This is an optimization exercise on Yosys and OpenROAD, whose aim is small area, not a production implementation. Only simulation tests tie the RTL to the original design; equivalence was not proved. No driver is modelled on the clock port, so clocking that relies on it looks cheaper here than on a real chip. No activity file was given, so power comes from the tool's default toggle rates.

==> flow/design.v <==
module riscv_jtag_dtm_0p11 (
    input  logic        tdi,
    output logic        tdo,
    output logic        tdo_oe,
    input  logic        tck,
    input  logic        tms,
    input  logic        trst,
    output logic        dtm_req_valid,
    input  logic        dtm_req_ready,
    output logic [40:0] dtm_req_bits,
    input  logic        dtm_resp_valid,
    output logic        dtm_resp_ready,
    input  logic [35:0] dtm_resp_bits
);
   localparam logic [3:0] TEST_LOGIC_RESET  = 4'h0;
   localparam logic [3:0] RUN_TEST_IDLE     = 4'h9;
   localparam logic [3:0] SELECT_DR         = 4'h8;
   localparam logic [3:0] CAPTURE_DR        = 4'hB;
   localparam logic [3:0] SHIFT_DR          = 4'hD;
   localparam logic [3:0] EXIT1_DR          = 4'hE;
   localparam logic [3:0] PAUSE_DR          = 4'hC;
   localparam logic [3:0] EXIT2_DR          = 4'hF;
   localparam logic [3:0] UPDATE_DR         = 4'hA;
   localparam logic [3:0] SELECT_IR         = 4'h3;
   localparam logic [3:0] CAPTURE_IR        = 4'h1;
   localparam logic [3:0] SHIFT_IR          = 4'h5;
   localparam logic [3:0] EXIT1_IR          = 4'h6;
   localparam logic [3:0] PAUSE_IR          = 4'h4;
   localparam logic [3:0] EXIT2_IR          = 4'h7;
   localparam logic [3:0] UPDATE_IR         = 4'h2;
   localparam logic [1:0] C_IDCODE  = 2'd0;
   localparam logic [1:0] C_DTMINFO = 2'd1;
   localparam logic [1:0] C_DBUS    = 2'd2;
   localparam logic [1:0] C_BYPASS  = 2'd3;
   localparam logic [31:0] IDCODE = 32'h10e31913;
   logic [3:0]  st;
   logic [1:0]  irc;
   logic [40:0] sr_n;         
   wire  [40:0] sr = ~sr_n;
   logic [40:0] dbus;         
   logic [35:0] rx_dat;       
   logic        rx_seen;      
   logic        got;          
   logic        busy_r;       
   logic        st_busy, st_err;
   logic        dbus_vld;     
   logic        nrdy;         
   logic [2:0]  rq_sync;
   logic [2:0]  rs_sync;
   wire s_cdr = (st == CAPTURE_DR);
   wire s_sdr = (st == SHIFT_DR);
   wire s_udr = (st == UPDATE_DR);
   wire s_cir = (st == CAPTURE_IR);
   wire s_sir = (st == SHIFT_IR);
   wire s_uir = (st == UPDATE_IR);
   wire s_tlr = (st == TEST_LOGIC_RESET);
   wire c_dbus = (irc == C_DBUS);
   wire c_info = (irc == C_DTMINFO);
   wire c_id   = (irc == C_IDCODE);
   wire c_byp  = (irc == C_BYPASS);
   wire busy = (busy_r & ~got) | st_busy;
   wire err  = (got & (|rx_dat[1:0])) | st_err;
   wire take = s_cdr & c_dbus & got;
   always_ff @(posedge tck or posedge trst) begin
      if (trst) begin
         st <= TEST_LOGIC_RESET;
      end else begin
         case (st)
           TEST_LOGIC_RESET  : st <= tms ? TEST_LOGIC_RESET : RUN_TEST_IDLE;
           RUN_TEST_IDLE     : st <= tms ? SELECT_DR        : RUN_TEST_IDLE;
           SELECT_DR         : st <= tms ? SELECT_IR        : CAPTURE_DR;
           CAPTURE_DR        : st <= tms ? EXIT1_DR         : SHIFT_DR;
           SHIFT_DR          : st <= tms ? EXIT1_DR         : SHIFT_DR;
           EXIT1_DR          : st <= tms ? UPDATE_DR        : PAUSE_DR;
           PAUSE_DR          : st <= tms ? EXIT2_DR         : PAUSE_DR;
           EXIT2_DR          : st <= tms ? UPDATE_DR        : SHIFT_DR;
           UPDATE_DR         : st <= tms ? SELECT_DR        : RUN_TEST_IDLE;
           SELECT_IR         : st <= tms ? TEST_LOGIC_RESET : CAPTURE_IR;
           CAPTURE_IR        : st <= tms ? EXIT1_IR         : SHIFT_IR;
           SHIFT_IR          : st <= tms ? EXIT1_IR         : SHIFT_IR;
           EXIT1_IR          : st <= tms ? UPDATE_IR        : PAUSE_IR;
           PAUSE_IR          : st <= tms ? EXIT2_IR         : PAUSE_IR;
           EXIT2_IR          : st <= tms ? UPDATE_IR        : SHIFT_IR;
           default           : st <= tms ? SELECT_DR        : RUN_TEST_IDLE;
         endcase
      end
   end
   always_ff @(posedge tck or posedge trst) begin
      if (trst)
         irc <= C_IDCODE;
      else if (s_tlr)
         irc <= C_IDCODE;
      else if (s_uir)
         case (sr[4:0])
           5'h01:   irc <= C_IDCODE;
           5'h10:   irc <= C_DTMINFO;
           5'h11:   irc <= C_DBUS;
           default: irc <= C_BYPASS;
         endcase
   end
   wire g_rx  = c_dbus & ~busy & rx_seen;    
   wire g_ad  = ~busy;                       
   wire g_by  = c_dbus & busy;               
   wire g_id  = c_id;
   wire g_in  = c_info;
   wire id_in = c_id | c_info;
   logic [40:0] cap;
   always_comb begin
      cap = {41{g_rx}} & {5'd0, rx_dat};
      cap[40:36] = {5{g_ad}} & dbus[40:36];
      cap[0] = g_by | (g_rx & rx_dat[0]) | g_id;
      cap[1] = g_by | (g_rx & rx_dat[1]) | g_id;
      for (int i = 2; i < 32; i++)
         if (IDCODE[i])
            cap[i] = cap[i] | g_id;
      cap[4]  = cap[4]  | g_in;
      cap[6]  = cap[6]  | g_in;
      cap[8]  = cap[8]  | (g_in & (st_err | st_busy));
      cap[9]  = cap[9]  | (g_in & st_err);
      cap[10] = cap[10] | g_in;
      cap[12] = cap[12] | g_in;
      if (s_cir)
         cap[4:0] = 5'd1;
   end
   logic [40:0] shv;
   always_comb begin
      shv = {tdi, sr[40:1]};
      if (id_in)
         shv[31] = tdi;
      if (s_sir)
         shv[4] = tdi;
      if (s_sdr & c_byp)
         shv[0] = tdi;
   end
   wire sr_cap = s_cir | s_cdr;
   wire sr_sh  = s_sir | s_sdr;
   wire sr_hd  = ~(sr_cap | sr_sh);
   always_ff @(posedge tck) begin
      sr_n <= ~(({41{sr_cap}} & cap) | ({41{sr_sh}} & shv) | ({41{sr_hd}} & sr));
   end
   always_ff @(posedge tck or posedge trst) begin
      if (trst) begin
         st_busy <= 1'b0;
         st_err  <= 1'b0;
      end else if (s_cdr & c_dbus) begin
         st_busy <= busy;
         st_err  <= err;
      end else if (s_udr & c_info & sr[16]) begin
         st_busy <= 1'b0;
         st_err  <= 1'b0;
      end
   end
   wire send = s_udr & c_dbus & ~st_busy;
   always_ff @(posedge tck or posedge trst) begin
      if (trst)
         dbus[40:36] <= '0;
      else if (send)
         dbus[40:36] <= st_err ? 5'd0 : sr[40:36];
   end
   wire db_ld = send & ~st_err;
   wire db_hd = ~send & dbus_vld;
   always_ff @(posedge tck) begin
      dbus[35:0] <= ({36{db_ld}} & sr[35:0]) | ({36{db_hd}} & dbus[35:0]);
   end
   wire rq_rdy   = rq_sync[1];
   wire rq_nedge = ~rq_sync[1] & rq_sync[0];
   wire rq_irdy  = ~nrdy | rq_nedge;
   wire rq_set   = dbus_vld & rq_irdy;
   always_ff @(posedge tck) begin
      rq_sync <= {dtm_req_ready, rq_sync[2:1]};
   end
   always_ff @(posedge tck or posedge trst) begin
      if (trst)
         dbus_vld <= 1'b0;
      else if (send)
         dbus_vld <= 1'b1;
      else if (~s_udr & rq_irdy)
         dbus_vld <= 1'b0;
   end
   always_ff @(posedge tck or posedge trst) begin
      if (trst)
         busy_r <= 1'b0;
      else if (dbus_vld)
         busy_r <= 1'b1;
      else if (take)
         busy_r <= 1'b0;
   end
   always_ff @(posedge tck or posedge trst) begin
      if (trst)
         dtm_req_valid <= 1'b0;
      else if (rq_set)
         dtm_req_valid <= 1'b1;
      else if (rq_rdy)
         dtm_req_valid <= 1'b0;
   end
   always_ff @(posedge tck or posedge trst) begin
      if (trst)
         nrdy <= 1'b0;
      else if (rq_set)
         nrdy <= 1'b1;
      else if (rq_nedge)
         nrdy <= 1'b0;
   end
   always_ff @(posedge tck) begin
      if (rq_set)
         dtm_req_bits <= dbus;
   end
   wire rs_vld   = rs_sync[1];
   wire rs_nedge = ~rs_sync[1] & rs_sync[0];
   wire rs_set   = ~got & rs_vld & ~dtm_resp_ready;
   always_ff @(posedge tck or posedge trst) begin
      if (trst)
         rs_sync[2:1] <= '0;
      else
         rs_sync[2:1] <= {dtm_resp_valid, rs_sync[2]};
   end
   always_ff @(posedge tck) begin
      rs_sync[0] <= rs_sync[1];
   end
   always_ff @(posedge tck or posedge trst) begin
      if (trst)
         dtm_resp_ready <= 1'b0;
      else if (rs_set)
         dtm_resp_ready <= 1'b1;
      else if (rs_nedge)
         dtm_resp_ready <= 1'b0;
   end
   always_ff @(posedge tck or posedge trst) begin
      if (trst)
         got <= 1'b0;
      else if (rs_set)
         got <= 1'b1;
      else if (take)
         got <= 1'b0;
   end
   always_ff @(posedge tck or posedge trst) begin
      if (trst)
         rx_seen <= 1'b0;
      else if (rs_set)
         rx_seen <= 1'b1;
   end
   always_ff @(posedge tck) begin
      if (rs_set)
         rx_dat <= dtm_resp_bits;
   end
   always_ff @(negedge tck or posedge trst) begin
      if (trst) begin
         tdo    <= 1'b0;
         tdo_oe <= 1'b0;
      end else begin
         tdo    <= (s_sir | s_sdr) & sr[0];
         tdo_oe <= s_sir | s_sdr;
      end
   end
endmodule
Settings: LEC_CHECK=0, ABC_AREA=1, CAP_MARGIN=20, CORE_MARGIN=2, CORE_UTILIZATION=40, SLEW_MARGIN=20; clock period 20.0 ns.
standard.sh (not shown) runs the stock make flow with config.mk's settings and CLKGATE_MAP_FILE= SYNTH_SCRIPT=/design/flow/synth_recipe.tcl, a recipe that flattens the netlist after the stock synthesis.
==> flow/flow/run.sh <==
#!/bin/bash
# Layout flow: the standard flow (standard.sh) with these changes.
#  - Synthesis is the standard synthesis script, except that ABC maps the
#    combinational logic with an area-only script (flow/abc_area.script);
#    registers are mapped before ABC runs, so they are the standard ones.
#  - Port buffers use the smallest buffer cell.
#  - Clock tree synthesis adds no dummy loads; its leaf buffers are then
#    sized down to the smallest clock buffer that keeps the clock slew low.
# Each tool's output goes to a log file in this folder.
set -o pipefail
WORK=$PWD
export FLOW_DIR=$WORK/flow
export CLK_LEAF_SLEW_NS=${CLK_LEAF_SLEW_NS:-0.115}

# synthesis script: synth_recipe.tcl, sourcing a copy of ORFS synth.tcl whose
# abc call uses our script
sed 's|^  log_cmd abc {\*}\$abc_args|  lset abc_args 1 $::env(FLOW_DIR)/abc_area.script\n  log_cmd abc {*}$abc_args|' \
  $FLOW_HOME/scripts/synth.tcl > $WORK/synth_core.tcl
grep -q 'lset abc_args 1' $WORK/synth_core.tcl || { echo "synth.tcl patch failed"; exit 1; }
sed "s|source \$::env(SCRIPTS_DIR)/synth.tcl|source $WORK/synth_core.tcl|" synth_recipe.tcl > $WORK/own_synth.tcl
grep -q synth_core.tcl $WORK/own_synth.tcl || { echo "synth_recipe.tcl patch failed"; exit 1; }

bash standard.sh \
  SYNTH_SCRIPT=$WORK/own_synth.tcl \
  BUFFER_PORTS_ARGS="-buffer_cell sky130_fd_sc_hd__buf_1" \
  CTS_ARGS="-sink_clustering_enable -repair_clock_nets -dont_use_dummy_load -buf_list {sky130_fd_sc_hd__clkbuf_4} -root_buf sky130_fd_sc_hd__clkbuf_8" \
  POST_CTS_TCL=$FLOW_DIR/post_cts.tcl \
  finish > standard.log 2>&1
==> flow/flow/post_cts.tcl <==
# Runs after clock tree synthesis: give each leaf clock buffer the smallest
# clock buffer cell that keeps its estimated output slew under the limit,
# then legalize the placement again.
source $::env(FLOW_DIR)/size_clk.tcl
estimate_parasitics -placement
size_clock_buffers $::env(CLK_LEAF_SLEW_NS) {sky130_fd_sc_hd__clkbuf_4 sky130_fd_sc_hd__clkbuf_8 sky130_fd_sc_hd__clkbuf_16}
detailed_placement
estimate_parasitics -placement
Other scripts of this flow, unchanged in this note and not shown: flow/flow/abc_area.script, flow/flow/size_clk.tcl
The starting point finished clean.
==> next run, changes <==
--- a/flow/flow/run.sh
+++ b/flow/flow/run.sh
@@ -12,3 +12,3 @@
 export FLOW_DIR=$WORK/flow
-export CLK_LEAF_SLEW_NS=${CLK_LEAF_SLEW_NS:-0.115}
+export CLK_LEAF_SLEW_NS=${CLK_LEAF_SLEW_NS:-0.12}
 
@@ -26,2 +26,3 @@
   CTS_ARGS="-sink_clustering_enable -repair_clock_nets -dont_use_dummy_load -buf_list {sky130_fd_sc_hd__clkbuf_4} -root_buf sky130_fd_sc_hd__clkbuf_8" \
+  SLEW_MARGIN=5 CAP_MARGIN=5 \
   POST_CTS_TCL=$FLOW_DIR/post_cts.tcl \
--- a/flow/flow/post_cts.tcl
+++ b/flow/flow/post_cts.tcl
@@ -5,3 +5,3 @@
 estimate_parasitics -placement
-size_clock_buffers $::env(CLK_LEAF_SLEW_NS) {sky130_fd_sc_hd__clkbuf_4 sky130_fd_sc_hd__clkbuf_8 sky130_fd_sc_hd__clkbuf_16}
+size_clock_buffers $::env(CLK_LEAF_SLEW_NS) {sky130_fd_sc_hd__clkbuf_2 sky130_fd_sc_hd__clkbuf_4 sky130_fd_sc_hd__clkbuf_8 sky130_fd_sc_hd__clkbuf_16}
 detailed_placement
After rerunning: Setup slack hardly moves; via count barely changes; hold slack hardly moves; final area hardly moves; non-clock buffer count stays the same; die area stays the same; wire length barely changes; register-to-register slack is better by 0.03 ns; power fell by 0.55%.
